This design comes from an exercise in tuning for small area, a short achievable clock period and few clock cycles on the open sky130 flow, not from production work.
Only simulation tests tie the RTL to the original design; equivalence was not proved.

===== design/flow/design.v =====
module xoodoo_rc(
    round_i,
    rc
);
    input  [3:0] round_i;
    output reg [9:0] rc;
    always @(*) begin
        case (round_i)
            4'd0:  rc = 10'h058;
            4'd1:  rc = 10'h038;
            4'd2:  rc = 10'h3C0;
            4'd3:  rc = 10'h0D0;
            4'd4:  rc = 10'h120;
            4'd5:  rc = 10'h014;
            4'd6:  rc = 10'h060;
            4'd7:  rc = 10'h02C;
            4'd8:  rc = 10'h380;
            4'd9:  rc = 10'h0F0;
            4'd10: rc = 10'h1A0;
            4'd11: rc = 10'h012;
            default: rc = 10'h000;
        endcase
    end
endmodule
module xoodoo_xor2(a, b, y);
    input a, b;
    output y;
    assign y = a ^ b;
endmodule
module xoodoo_xnor2(a, b, y);
    input a, b;
    output y;
    assign y = ~(a ^ b);
endmodule
module xoodoo_ornb(a, b, y);
    input a, b;
    output y;
    assign y = a | ~b;
endmodule
module xoodoo_chi(b0, b1, b2, y);
    input b0, b1, b2;
    output y;
    wire n;
    xoodoo_ornb u_n(.a(b1), .b(b2), .y(n));
    xoodoo_xnor2 u_x(.a(b0), .b(n), .y(y));
endmodule
module xoodoo_round(
    state_n_in,
    rc,
    state_out
);
    parameter [9:0] RC_MASK = 10'h3FF;
    input  [383:0] state_n_in;
    input  [9:0]   rc;
    output [383:0] state_out;
    function integer rot;    
        input integer z;
        input integer n;
        begin
            rot = (z + 32 - n) % 32;
        end
    endfunction
    wire [31:0] an [0:2][0:3];    
    wire [31:0] ai [0:2][0:3];    
    wire [31:0] p1 [0:3];
    wire [31:0] p  [0:3];         
    wire [31:0] e  [0:3];
    wire [31:0] t  [0:2][0:3];
    wire [31:0] b  [0:2][0:3];
    wire [31:0] c  [0:2][0:3];
    genvar x, y, z;
    generate
        for (y = 0; y < 3; y = y + 1) begin : g_unpack
            for (x = 0; x < 4; x = x + 1) begin : g_x
                assign an[y][x] = state_n_in[128*y + 32*x +: 32];
                for (z = 0; z < 32; z = z + 1) begin : g_z
                    if (y == 0 && x == 0 && z < 10 && RC_MASK[z]) begin : g_iota
                        xoodoo_xor2 u_i(.a(an[0][0][z]), .b(rc[z]), .y(ai[0][0][z]));
                    end else begin : g_noiota
                        assign ai[y][x][z] = an[y][x][z];
                    end
                end
            end
        end
        for (x = 0; x < 4; x = x + 1) begin : g_theta
            for (z = 0; z < 32; z = z + 1) begin : g_z
                xoodoo_xor2 u_p1(.a(an[0][x][z]), .b(an[1][x][z]), .y(p1[x][z]));
                xoodoo_xor2 u_p (.a(p1[x][z]),    .b(an[2][x][z]), .y(p[x][z]));
                xoodoo_xor2 u_e (.a(p[(x+3)%4][rot(z,5)]), .b(p[(x+3)%4][rot(z,14)]), .y(e[x][z]));
                xoodoo_xnor2 u_t0(.a(ai[0][x][z]), .b(e[x][z]), .y(t[0][x][z]));
                xoodoo_xnor2 u_t1(.a(ai[1][x][z]), .b(e[x][z]), .y(t[1][x][z]));
                xoodoo_xnor2 u_t2(.a(ai[2][x][z]), .b(e[x][z]), .y(t[2][x][z]));
            end
        end
        for (x = 0; x < 4; x = x + 1) begin : g_rhow
            for (z = 0; z < 32; z = z + 1) begin : g_z
                assign b[0][x][z] = t[0][x][z];
                assign b[1][x][z] = t[1][(x+3)%4][z];
                assign b[2][x][z] = t[2][x][rot(z,11)];
            end
        end
        for (x = 0; x < 4; x = x + 1) begin : g_chi
            for (z = 0; z < 32; z = z + 1) begin : g_z
                xoodoo_chi u_c0(.b0(b[0][x][z]), .b1(b[1][x][z]), .b2(b[2][x][z]), .y(c[0][x][z]));
                xoodoo_chi u_c1(.b0(b[1][x][z]), .b1(b[2][x][z]), .b2(b[0][x][z]), .y(c[1][x][z]));
                xoodoo_chi u_c2(.b0(b[2][x][z]), .b1(b[0][x][z]), .b2(b[1][x][z]), .y(c[2][x][z]));
            end
        end
        for (x = 0; x < 4; x = x + 1) begin : g_rhoe
            for (z = 0; z < 32; z = z + 1) begin : g_z
                assign state_out[  0 + 32*x + z] = c[0][x][z];
                assign state_out[128 + 32*x + z] = c[1][x][rot(z,1)];
                assign state_out[256 + 32*x + z] = c[2][(x+2)%4][rot(z,8)];
            end
        end
    endgenerate
endmodule
module xoodoo_n_rounds(
    state_n_in,
    state_out,
    step_i
);
    parameter roundPerCycle = 1;
    input  [383:0] state_n_in;     
    output [383:0] state_out;
    input  [3:0]   step_i;
    function [9:0] rc_mask;
        input integer slot;
        integer k;
        reg [9:0] m;
        begin
            m = 10'h0;
            for (k = slot; k < 12; k = k + roundPerCycle)
                case (k)
                    0: m = m | 10'h058;  1: m = m | 10'h038;  2: m = m | 10'h3C0;
                    3: m = m | 10'h0D0;  4: m = m | 10'h120;  5: m = m | 10'h014;
                    6: m = m | 10'h060;  7: m = m | 10'h02C;  8: m = m | 10'h380;
                    9: m = m | 10'h0F0; 10: m = m | 10'h1A0; 11: m = m | 10'h012;
                    default: m = m;
                endcase
            rc_mask = m;
        end
    endfunction
    wire [383:0] st [0:roundPerCycle];
    assign st[0] = ~state_n_in;
    genvar r;
    generate
        for (r = 0; r < roundPerCycle; r = r + 1) begin : gen_rounds
            wire [9:0] rc;
            wire [3:0] idx = step_i * roundPerCycle + r;
            xoodoo_rc rc_inst(
                .round_i(idx),
                .rc(rc)
            );
            xoodoo_round #(.RC_MASK(rc_mask(r))) round_inst(
                .state_n_in(r == 0 ? state_n_in : ~st[r]),
                .rc(rc),
                .state_out(st[r+1])
            );
        end
    endgenerate
    assign state_out = st[roundPerCycle];
endmodule
module xoodoo_aoi222(a1, a2, b1, b2, c1, c2, y);
    input a1, a2, b1, b2, c1, c2;
    output y;
    assign y = ~((a1 & a2) | (b1 & b2) | (c1 & c2));
endmodule
module xoodoo_nand4(a, b, c, d, y);
    input a, b, c, d;
    output y;
    assign y = ~(a & b & c & d);
endmodule
module xoodoo_nand2(a, b, y);
    input a, b;
    output y;
    assign y = ~(a & b);
endmodule
module xoodoo_nand3(a, b, c, y);
    input a, b, c;
    output y;
    assign y = ~(a & b & c);
endmodule
module xoodoo_rd(lo, hi, v, y);
    input [3:0] lo;
    input [2:0] hi;
    input [11:0] v;
    output y;
    wire [2:0] z;
    genvar j, k;
    generate
        for (j = 0; j < 3; j = j + 1) begin : g_m
            wire [3:0] g;
            wire m;
            for (k = 0; k < 4; k = k + 1) begin : g_g
                xoodoo_nand2 u_g(.a(lo[k]), .b(v[4*j+k]), .y(g[k]));
            end
            xoodoo_nand4 u_m(.a(g[0]), .b(g[1]), .c(g[2]), .d(g[3]), .y(m));
            xoodoo_nand2 u_z(.a(hi[j]), .b(m), .y(z[j]));
        end
    endgenerate
    xoodoo_nand3 u_o(.a(z[0]), .b(z[1]), .c(z[2]), .y(y));
endmodule
module xoodoo_rd4(idx, v, y);
    input  [3:0]  idx;
    input  [47:0] v;      
    output [3:0]  y;
    wire [3:0] lo;
    wire [2:0] hi;
    genvar i, b;
    generate
        for (i = 0; i < 4; i = i + 1) begin : g_lo
            assign lo[i] = (idx[1:0] == i);
        end
        for (i = 0; i < 3; i = i + 1) begin : g_hi
            assign hi[i] = (idx[3:2] == i);
        end
        for (b = 0; b < 4; b = b + 1) begin : g_b
            xoodoo_rd u_rd(.lo(lo), .hi(hi), .v(v[12*b +: 12]), .y(y[b]));
        end
    endgenerate
endmodule
module xoodoo(
    clk_i,
    rst_i,
    start_i,
    state_valid_o,
    init_reg,
    word_in,
    word_index_in,
    word_enable_in,
    domain_i,
    domain_enable_i,
    word_out
);
    input               clk_i;
    input               rst_i;
    input               start_i;
    output              state_valid_o;
    input               init_reg;
    input      [31:0]   word_in;
    input      [3:0]    word_index_in;   
    input               word_enable_in;
    input      [31:0]   domain_i;
    input               domain_enable_i;
    output     [31:0]   word_out;
    parameter roundPerCycle = 1;
    localparam STEPS = 12 / roundPerCycle;
    reg  [383:0] state_n;        
    wire [383:0] state = ~state_n;
    wire [383:0] round_out_state;
    reg  [3:0]  step;
    reg         running;
    reg         done;
    wire        perm = running | start_i;
    wire        clr  = rst_i | init_reg;
    xoodoo_n_rounds #(.roundPerCycle(roundPerCycle)) rounds_inst(
        .state_n_in(state_n),
        .state_out(round_out_state),
        .step_i(running ? step : 4'd0)
    );
    wire [3:0]  lo;
    wire [2:0]  hi;
    wire [11:0] sel;
    wire [11:0] ps, pn;
    wire        pr = perm & ~clr;
    genvar i, k;
    generate
        for (i = 0; i < 4; i = i + 1) begin : g_lo
            assign lo[i] = (word_index_in[1:0] == i);
        end
        for (i = 0; i < 3; i = i + 1) begin : g_hi
            assign hi[i] = (word_index_in[3:2] == i);
        end
        for (i = 0; i < 12; i = i + 1) begin : g_sel
            assign sel[i] = hi[i/4] & lo[i%4];
            assign pn[i]  = ~perm & ~clr & word_enable_in & sel[i];
            assign ps[i]  = ~perm & ~clr & ~(word_enable_in & sel[i]);
        end
    endgenerate
    wire [31:0] new_word = word_out ^ word_in;
    wire [31:0] dom = domain_enable_i ? domain_i : 32'h0;
    generate
        for (k = 0; k < 8; k = k + 1) begin : g_rd
            wire [47:0] v;
            genvar b;
            for (b = 0; b < 4; b = b + 1) begin : g_v
                for (i = 0; i < 12; i = i + 1) begin : g_w
                    assign v[12*b + i] = state[32*i + 4*k + b];
                end
            end
            xoodoo_rd4 u_rd4(.idx(word_index_in), .v(v), .y(word_out[4*k +: 4]));
        end
    endgenerate
    wire [383:0] d;
    generate
        for (i = 0; i < 12; i = i + 1) begin : g_w
            for (k = 0; k < 32; k = k + 1) begin : g_b
                wire nv, hv;
                if (i == 11) begin : g_dom
                    assign nv = new_word[k];
                    assign hv = state[32*i + k] ^ dom[k];
                end else begin : g_plain
                    assign nv = new_word[k];
                    assign hv = state[32*i + k];
                end
                xoodoo_aoi222 u_upd(.a1(pr), .a2(round_out_state[32*i + k]),
                                    .b1(pn[i]), .b2(nv), .c1(ps[i]), .c2(hv),
                                    .y(d[32*i + k]));
            end
        end
    endgenerate
    always @(posedge clk_i)
        state_n <= d;
    wire last = running ? (step == STEPS - 1) : (STEPS == 1);
    always @(posedge clk_i) begin
        if (rst_i) begin
            done    <= 1'b0;
            running <= 1'b0;
            step    <= 4'd0;
        end else if (perm) begin
            if (last) begin
                done    <= 1'b1;
                running <= 1'b0;
                step    <= 4'd0;
            end else begin
                done    <= 1'b0;
                running <= 1'b1;
                step    <= (running ? step : 4'd0) + 4'd1;
            end
        end
    end
    assign state_valid_o = done;
endmodule

===== design/flow/flow/run.sh =====
#!/bin/bash
# Standard ORFS layout (the standard.sh) with two changes:
# - plain buffers on the ports instead of the delay cells buffer_ports
#   picks by default;
# - clock tree: larger sink clusters and no dummy load cells.
set -euo pipefail
export BUFFER_PORTS_ARGS="-buffer_cell sky130_fd_sc_hd__buf_1"
export CTS_ARGS="-sink_clustering_enable -repair_clock_nets -dont_use_dummy_load -sink_clustering_size 24 -sink_clustering_max_diameter 80 -buf_list {sky130_fd_sc_hd__clkbuf_8 sky130_fd_sc_hd__clkbuf_16}"
bash standard.sh > orfs_flow.log 2>&1

===== design/flow/constraint.sdc =====
create_clock -name core_clock -period 6.5 [get_ports {clk_i}]
set_input_delay 1.3000 -clock core_clock [delete_from_list [all_inputs] [get_ports {clk_i}]]
set_output_delay 1.3000 -clock core_clock [all_outputs]
set_load 0.01 [all_outputs]

===== design/flow/standard.sh =====
#!/bin/bash
# synth_recipe.tcl (not shown) runs the flow's synth.tcl, then flattens the netlist and writes it again
# the make line also repeats each setting of config.mk as NAME=value (left out here)
make -C /OpenROAD-flow-scripts/flow DESIGN_CONFIG=/design/flow/config.mk WORK_HOME=/design/flow/orfs CLKGATE_MAP_FILE= SYNTH_SCRIPT=/design/flow/synth_recipe.tcl "${@:-finish}"

===== design/flow/config.mk =====
export PLATFORM = sky130hd
export DESIGN_NAME = xoodoo
export DESIGN_NICKNAME = xoodoo
export VERILOG_FILES = /design/flow/design.v
export SDC_FILE = /design/flow/constraint.sdc
export NUM_CORES = 4
export LEC_CHECK = 0
export CAP_MARGIN = 5
export CORE_MARGIN = 2
export CORE_UTILIZATION = 35
export SETUP_SLACK_MARGIN = 2.7
export SLEW_MARGIN = 5
export SYNTH_HIERARCHICAL = 1

==> impl_metrics.csv, run 1 <==
group,metric,value,unit
status,status,"timing/DRC/antenna clean",
place,placed_cells,4869,
floorplan,ios,107,
critical_path,arrival,2.55,ns
route,drc,0,
critical_path,crit_family,"simple AND/OR/NAND/NOR gates",
critical_path,path_buf_inv,2,
sta,period_needed,3.85,ns
floorplan,die_area,87900,um^2
global_route,grt_pass1_wl,216000,um
floorplan,die_y,296,um
critical_path,cp_common_cell,"nand2_1",
yosys,syn_area_per_cell,8.37,um^2
layout,utilization,0.401,
global_route,grt_max_degree,179,
cts,cts-htree-levels,2,
yosys,synth_cells,3575,
sta,tightest_slew,1.29,ns
layout,instances_no_fill,4955,
floorplan,core,85000,um^2
sta,finalClockSkew,0.0493,ns
yosys,ys_warn_count,10,
cts,cts_buffers,34,
global_route,track_usage,0.351,
critical_path,critPathCaptureType,"output pin",
yosys,netlist_area,29900,um^2
floorplan,initial_core_util,0.352,
yosys,syn_nets,3657,
critical_path,cp_max_fo,23,
flow_run,drv_cap,0,
floorplan,row_count,107,
layout,drive_gt1_frac,0.0607,
critical_path,crit_type,"in -> out",
sta,setup_viol,0,
sta,rsz0062_at_grt,"yes",
cts,clock-sinks,390,
sta,slew_headroom,0.137,
floorplan,die_width,296,um
route,drt-initial-drc-count,6658,
sta,slew_viol_final,0,
route,routed_wl,160000,um
cts,cts_root_buf,"clkbuf_16",
cts,holdBufCountCts,0,
global_route,grt_overflow,0,
sta,fmax,260,MHz
layout,nNetsFinal,3891,
critical_path,required,5.20,ns
sta,hold_viol_final,0,
cts,clk_pin_slew,0.05,ns
critical_path,startpoint,"word_index_in[0]",
sta,fin_crit_sh,0.592,
route,wl_per_cell,32.4,um
critical_path,r2r_start,"state_n[209]",
place,io_buffers,106,
critical_path,path_cells,"clkbuf_16 > and2_4 > nand2_1 > nand4_1 > nand2_1 > nand3_1 > buf_1",
layout,area_delta_synth_final,13.9,%
cts,insertion_delay,0.60,ns
min_path,min_path_type,"reg -> reg",
route,vias,30305,
critical_path,crit_path_max_incr_delay,0.30,ns
sta,hold-worst-slack,0.465,ns
critical_path,startpoint_type,"input pin",
place,place_congestion,1.10,
min_path,hold_path.startpoint,"done",
route,ant_nets,0,
critical_path,cp_slowest_cell,"and2_4",
route,viasPerCell,6.12,
cts,tritoncts,"done",
global_route,first_global_vias,27898,
cts,clockBufferDepth,3,
global_route,antenna_found_initial,7,
route,drt_first_pass_iters,15,
place,dp_hpwl,119000,um
## per-stage QoR
step | worst slack, ns | setup TNS, ns | area, um^2
after floorplan | -1.94 | -745.40 | 30000
after global placement | 1.70 | 0 | 32400
after detailed placement | 1.72 | 0 | 32400
after CTS | 2.67 | 0 | 33700
after global routing | 2.64 | 0 | 34100
final | 2.65 | 0 | 34100
## state kept, by name (all words and copies together) (netlist names)
name	flops
running	1
done	1
state_n	384
step	4
## metal layers
metal  vias to the layer above  global-route usage  wire, um
met3                       578               0.102     22900
met1                     14615               0.447     58800
met2                      2395               0.512     65400
met5                         -                   0        71
li1                      12711                   -         -
met4                         6               0.237     13200
## worst register-to-register path, cell delays in order, from the launching register on
cell and delay (ns):
dfxtp_1 0.39, xor2_1 0.37, xor2_1 0.48, xor2_1 0.97, xnor2_1 0.31, nand2b_1 0.24, xnor2_1 0.55, a222oi_1 0.24
## final cells by class
class | instances | area, um^2
diodes | 4 | 10.0
clock buffers | 34 | 851
fillers | 8793 | 50900
inverters | 390 | 1460
multi-input cells | 2797 | 21200
flip-flops and latches | 390 | 7810
well taps | 1144 | 1430
repair buffers | 196 | 1370
## worst paths after layout
check	endpoint	slack, ns	depth (start not counted)
max	word_out[23]	2.65	7
max reg2reg	state_n[318]	2.75	7
min	done	0.46	2
min reg2reg	done	0.46	2
## placed cells by master (no fill, tap or decap), types with 8 or more instances in the layout
master	instances
nand2b_1	387
nand2_1	523
buf_4	72
ha_1	8
buf_12	13
xnor2_1	800
a21oi_4	9
buf_1	92
nand3_2	10
dfxtp_1	390
inv_1	390
a222oi_1	384
nor2b_1	12
nor2_4	15
and2_4	10
nor2b_2	9
clkbuf_16	39
and2b_4	8
nand4_1	96
nor2_1	17
xor2_1	425
nand3_1	23
nor2b_4	9
## timing repair
| action | in CTS | in global routing |
|---|---|---|
| pin swaps | 2 | 5 |
| endpoints found under the hold margin | 0 | 0 |
| gates resized for setup | 63 | 38 |
| setup endpoints to repair | 205 | 102 |
| buffers inserted | 15 | 17 |
| cloned | 7 | 9 |
Testbench counts, summed over its fixed seeds: cycles 22,310.
==> inputs of run 2 (changes only) <==
--- a/design/flow/config.mk
+++ b/design/flow/config.mk
@@ -10,3 +10,3 @@
 export CORE_UTILIZATION = 35
-export SETUP_SLACK_MARGIN = 2.7
+export SETUP_SLACK_MARGIN = 2.8
 export SLEW_MARGIN = 5
==> impl_metrics.csv, run 2 <==
group,metric,value,unit
sta,hold_viol_final,0,
route,drt_first_pass_iters,12,
layout,drive_gt1_frac,0.0725,
global_route,top_usage_layer,"met2",
layout,area_delta_synth_final,14.8,%
global_route,use_met3,0.103,
place,dp_hpwl,119000,um
layout,fillCellCount,8767,
global_route,grt_max_degree,179,
floorplan,die_y,296,um
critical_path,cp_slowest_cell,"nor2b_1",
sta,fin_ws,2.71,ns
place,dpl_cell_area,32400,um^2
status,status,"timing/DRC/antenna clean",
sta,slew_viol_final,0,
critical_path,startpoint,"word_index_in[3]",
layout,seq_area,7810,um^2
critical_path,crit_path_max_incr_delay,0.37,ns
yosys,netlist_area,29900,um^2
route,viasPerCell,6.20,
place,pre_cts_ws,1.72,ns
sta,setup_viol,0,
global_route,track_usage,0.352,
critical_path,arrival,2.49,ns
place,place_congestion,1.10,
layout,largest_reg_flops,384,
layout,multi_input_area,21300,um^2
critical_path,reg2reg_to,"state_n[318]",
cts,cts-htree-levels,2,
route,vias,30802,
route,ant_nets,0,
sta,finalClockSkew,0.0547,ns
yosys,syn_nets,3657,
critical_path,crit_type,"in -> out",
critical_path,critPathCaptureType,"output pin",
global_route,antenna_found_initial,11,
cts,cts_root_buf,"clkbuf_16",
sta,slew_headroom,0.126,
cts,tritoncts,"done",
floorplan,die_width,296,um
critical_path,endpoint,"word_out[21]",
critical_path,path_buf_inv,2,
route,drc,0,
global_route,grt_overflow,0,
cts,clk_pin_slew,0.05,ns
layout,largest_register,"state_n",
sta,fmax,264,MHz
cts,cts_buffers,34,
place,io_buffers,106,
route,wl_per_cell,32.8,um
sta,fin_crit_sh,0.584,
layout,reg_top3,"state_n x384, step x4",
global_route,first_global_vias,27971,
global_route,grt_pass1_wl,217000,um
floorplan,initial_core_util,0.352,
place,placed_cells,4869,
sta,rsz0062_at_grt,"yes",
route,drt-initial-drc-count,6813,
floorplan,ios,107,
floorplan,row_count,107,
critical_path,required,5.20,ns
min_path,min_path_type,"reg -> reg",
critical_path,cp_max_fo,27,
route,routed_wl,163000,um
cts,insertion_delay,0.61,ns
critical_path,rrSetupSlack,2.74,ns
layout,nNetsFinal,3905,
critical_path,r2r_start,"state_n[209]",
sta,tightest_slew,1.31,ns
critical_path,crit_family,"simple AND/OR/NAND/NOR gates",
critical_path,ff2ff_path_depth,7,
critical_path,startpoint_type,"input pin",
layout,final_cell_mix,"800 x xnor2_1, 514 x nand2_1, 425 x xor2_1, 390 x inv_1, 390 x dfxtp_1",
min_path,hold_path.startpoint,"done",
global_route,use_met2,0.516,
layout,fin_area,34400,um^2
flow_run,drv_cap,0,
yosys,ys_warn_count,10,
cts,holdBufCountCts,0,
cts,clock-sinks,390,
floorplan,core,85000,um^2
layout,instances_no_fill,4969,
critical_path,path_cells,"clkbuf_8 > nor2b_1 > nand2_1 > nand3_1 > buf_1",
layout,final_common_cell,"xnor2_1",
sta,hold-worst-slack,0.465,ns
cts,clockBufferDepth,3,
floorplan,die_area,87900,um^2
yosys,synth_cells,3575,
sta,period_needed,3.79,ns
critical_path,cp.depth,5,
yosys,syn_area_per_cell,8.37,um^2
global_route,met1_usage,0.448,
## run 2: what timing repair did
action                                  4_1_cts  5_1_grt
pin swaps                                     7       23
endpoints found under the setup margin      300       63
gates cloned                                  8       17
buffers inserted                             28        9
gates resized for setup                      79       74
## run 2: cell type report
type	instances	share of cell area
well taps	1144	0.0417
clock buffers	34	0.0248
multi-input cells	2802	0.620
repair buffers	205	0.0434
inverters	390	0.0426
flip-flops and latches	390	0.227
diodes	4	0.000291
## run 2: worst reg2reg max path: cells and delay by family (launching register included)
kind / cells / cell delay [ns]
AOI/OAI and AO/OA: 1 / 0.23
DFF: 1 / 0.39
and+or+nand+nor: 1 / 0.23
xor gates and xnor gates: 5 / 2.71
## run 2: layer usage
layer,vias to the layer above,share of wire
met5,-,0.00022
met4,6,0.085
met3,625,0.15
met2,2528,0.40
met1,14894,0.37
li1,12749,-
## run 2: how the worst min path moves through the flow
stage	cells past startpoint	end
global placement	2	done
finish	2	done
detailed placement	2	done
floorplan	2	step[3]
global route	2	done
CTS	2	done
## run 2: stage by stage
step,utilization,TNS (ns)
4_1_cts,0.399,0
5_1_grt,0.404,0
3_3_place_gp,0.381,0
3_5_place_dp,0.381,0
2_1_floorplan,-,-745.40
6_report,0.404,0

-- re-timing with driven ports --
How much do the figures lean on ideal ports? The routed layouts below were timed once more, with nothing changed but the port constraints.
Step 1 (the two cells are an assumption about what drives the block):
set clk [get_ports {clk_i}]
set_driving_cell -lib_cell sky130_fd_sc_hd__clkbuf_16 $clk
set_driving_cell -lib_cell sky130_fd_sc_hd__buf_2 [delete_from_list [all_inputs] $clk]
Step 2 moves the port delays by t, midway between the first and last clock arrival at a register: inputs arrive t later, outputs are due t later. That takes back most of the time a late clock gives input paths.
Three values: ideal ports, drivers, drivers and shift; two values: the first two.
run	shift t [ns]	slack for setup (ns)	pins driven straight from the clock port
run 1	0.641	2.650 / 2.366 / 2.116	1
run 2	0.647	2.706 / 2.358 / 2.155	1
After both steps setup and hold are still met in every run listed. The setup slack of run 2, which loses most, moves by -0.348 ns with the drivers and by -0.551 ns with both steps.
